From an optimization exercise on the open Yosys and OpenROAD flow, aimed at small area, a short achievable clock period and few clock cycles; shortcuts taken in it are not production practice.
The RTL was checked by simulation tests, not by an equivalence proof against the original design.
Power figures rest on the tool's default switching activity, not on a simulated workload.

==> inputs of job 3798 <==
// MDC
module MDC(
    clk,
    rst_n,
    in_valid,
    in_data,
    in_mode,
    out_valid,
    out_data
);
Settings: LEC_CHECK=0, CAP_MARGIN=20, CORE_MARGIN=2, CORE_UTILIZATION=40, SETUP_SLACK_MARGIN=5, SLEW_MARGIN=20; clock period 13.5 ns.
run.sh (not shown) runs the stock make flow with config.mk's settings and CLKGATE_MAP_FILE= SYNTH_SCRIPT=/design/flow/synth_recipe.tcl, a recipe that flattens the netlist after the stock synthesis.
==> job 329 (differences from job 3798) <==
==> flow/flow/run.sh (new file) <==
#!/bin/bash
set -euo pipefail
MARGIN=$(cat flow/margin.txt)
bash standard.sh synth > synth.log 2>&1
sed 's/"\${@:-finish}"/SETUP_SLACK_MARGIN='"$MARGIN"' "${@:-finish}"/' standard.sh > standard_margin.sh
grep -q "SETUP_SLACK_MARGIN=$MARGIN" standard_margin.sh
bash standard_margin.sh finish > layout.log 2>&1
==> flow/flow/margin.txt (new file) <==
7.5
==> flow/standard.sh (new file) <==
#!/bin/bash
# synth_recipe.tcl (not shown) runs the flow's synth.tcl, then flattens the netlist and writes it again
# the make line also repeats each setting of config.mk as NAME=value (left out here)
make -C /OpenROAD-flow-scripts/flow DESIGN_CONFIG=/design/flow/config.mk WORK_HOME=/design/flow/orfs CLKGATE_MAP_FILE= SYNTH_SCRIPT=/design/flow/synth_recipe.tcl "${@:-finish}"
removed: flow/run.sh
==> flow_summary.toml <==
[final_layout]
nNonClkBuffers = 556
seq_share_pct = 23.8
final_cells = 7087
final_cell_mix = "496 x a22oi_1, 448 x inv_1, 371 x nand2_1"
multi_input_cells = 3810

[pwr]
power_frac_comb_pct = 76.9

[run_status]
outcome = "timing/DRC/antenna clean"

[timing]
skew_ns = 0.0336

[placement]
dp_cells = 6785
gp_congestion = 1.11
The numbers above come from job 329.

==> flow_summary.toml <==
[floorplanning]
die_h_um = 354

[run_status]
outcome = "timing/DRC/antenna clean"

[timing]
skew_ns = 0.0723

[pwr]
pg_clk_mw = 1.71
power_frac_comb_pct = 74.5

[final_layout]
final_cell_mix = "536 x a22oi_1, 452 x inv_1, 379 x nand2_1"
nNonClkBuffers = 381
multi_input_cells = 3808
final_cells = 6914

[placement]
dp_cells = 6774
The numbers above come from job 3798.

Testbench counts of job 3798, summed over its fixed seeds: cycles 8,168.
Testbench counts of job 329, summed over its fixed seeds: cycles 8,168.


==> v36 <==
MDC, a different RTL version from the one above (not shown whole).
clock: 13.5 ns
lec_check: 0
cap_margin: 20
core_margin: 2
core_utilization: 40
setup_slack_margin: 5
slew_margin: 20
standard.sh (not shown) runs the stock make flow with config.mk's settings and CLKGATE_MAP_FILE= SYNTH_SCRIPT=/design/flow/synth_recipe.tcl, a recipe that flattens the netlist after the stock synthesis.
==> flow/flow/run.sh <==
#!/bin/bash
# The standard layout (standard.sh) with the standard synthesis unchanged.  Two changes to how
# the layout is made, none to the constraints (the standard flow's SDC: clock period, I/O delays, loads):
#  - the resizer's timing repair aims at a larger setup margin (flow/margin.txt, in ns);
#  - the port buffers that the standard flow inserts use buf_2 cells.
# Each tool's output goes to its own log here (synth.log, layout.log) and under orfs/logs.
set -euo pipefail
MARGIN=$(cat flow/margin.txt)
bash standard.sh synth > synth.log 2>&1
sed 's/"\${@:-finish}"/SETUP_SLACK_MARGIN='"$MARGIN"' "BUFFER_PORTS_ARGS=-buffer_cell sky130_fd_sc_hd__buf_2" "${@:-finish}"/' standard.sh > standard_margin.sh
grep -q "SETUP_SLACK_MARGIN=$MARGIN" standard_margin.sh
bash standard_margin.sh finish > layout.log 2>&1
==> flow/flow/margin.txt <==
7.5
==> v29: changes against v36 <==
==> flow/flow/margin.txt (replaced) <==
8
--- a/flow/config.mk
+++ b/flow/config.mk
@@ -8,5 +8,6 @@
 export CAP_MARGIN = 20
 export CORE_MARGIN = 2
 export CORE_UTILIZATION = 40
+export CTS_BUF_LIST = sky130_fd_sc_hd__clkbuf_8
 export SETUP_SLACK_MARGIN = 5
 export SLEW_MARGIN = 20
==> v34: changes against v36 <==
==> flow/flow/margin.txt (replaced) <==
8
==> summary.txt <==
metric	v34	v36	v29
Outcome	timing/DRC/antenna clean	timing/DRC/antenna clean	timing/DRC/antenna clean
Startpoint of the most critical register-to-register path	BX1[8]$_DFF_P_	P3a[9]$_DFFE_PP_	Y1[12]$_DFF_P_
Later-pin clock latency in the skew report	680 ps	690 ps	810 ps
Final Routed Wirelength	245000 um	226000 um	244000 um
Clock tree skew after final layout	34.2 ps	44.8 ps	67.9 ps
Cell area after placement	49200 sq um	49200 sq um	49200 sq um
Final critical delay including setup and external delays	5730 ps	6120 ps	5790 ps
Number of cells on the worst reg-to-reg path	20	14	20
Proportion of layout cells with a drive suffix above 1	0.212	0.131	0.211
Number of global-route vias before repair	42100	41600	43000
Clock group	1670 uW	1660 uW	1640 uW
Worst slack on hold paths	353 ps	347 ps	356 ps
Leakage component of the power	0.0218 uW	0.0205 uW	0.0217 uW
Final instance area	55700 sq um	52000 sq um	55300 sq um
Critical R2R Capture	Y2[21]$_DFF_P_	Y1[1]$_DFF_P_	Y2[21]$_DFF_P_
Placed cells	6368	6366	6368
Antenna diode count	12	13	10
Highest attainable clock frequency	174 MHz	163 MHz	173 MHz
Testbench counts of v36, summed over its fixed seeds: cycles 8,648.
Testbench counts of v29, summed over its fixed seeds: cycles 8,648.
Testbench counts of v34, summed over its fixed seeds: cycles 8,648.

## afterwards: timing with drivers on the ports
No port has a modelled driver above. Below, the same layouts with a new extraction and two added sets of constraints. Step 1: set_driving_cell puts a clkbuf_16 on clk and a buf_2 on each other input, an assumption about the parent block. Step 2 moves the port delays by t, midway between the first and last clock arrival at a register: inputs arrive t later, outputs are due t later. That takes back most of the time a late clock gives input paths. Slacks: ideal ports / drivers / drivers and shift; pairs: ideal ports / drivers.
| run | shift t [ns] | setup slack, ns | pins driven straight from the clock port |
|---|---|---|---|
| job 3798 | 0.774 | 5.311 / 5.237 / 5.970 | 1 |
| job 329 | 0.763 | 6.697 / 6.620 / 7.004 | 1 |
| v36 | 0.738 | 7.381 / 7.381 / 6.699 | 1 |
| v29 | 0.842 | 7.714 / 7.714 / 7.102 | 1 |
| v34 | 0.732 | 7.767 / 7.767 / 7.365 | 1 |
After both steps setup and hold are still met in every run listed. The setup slack of v36, which loses most, moves by 0.000 ns with the drivers and by -0.682 ns with both steps.
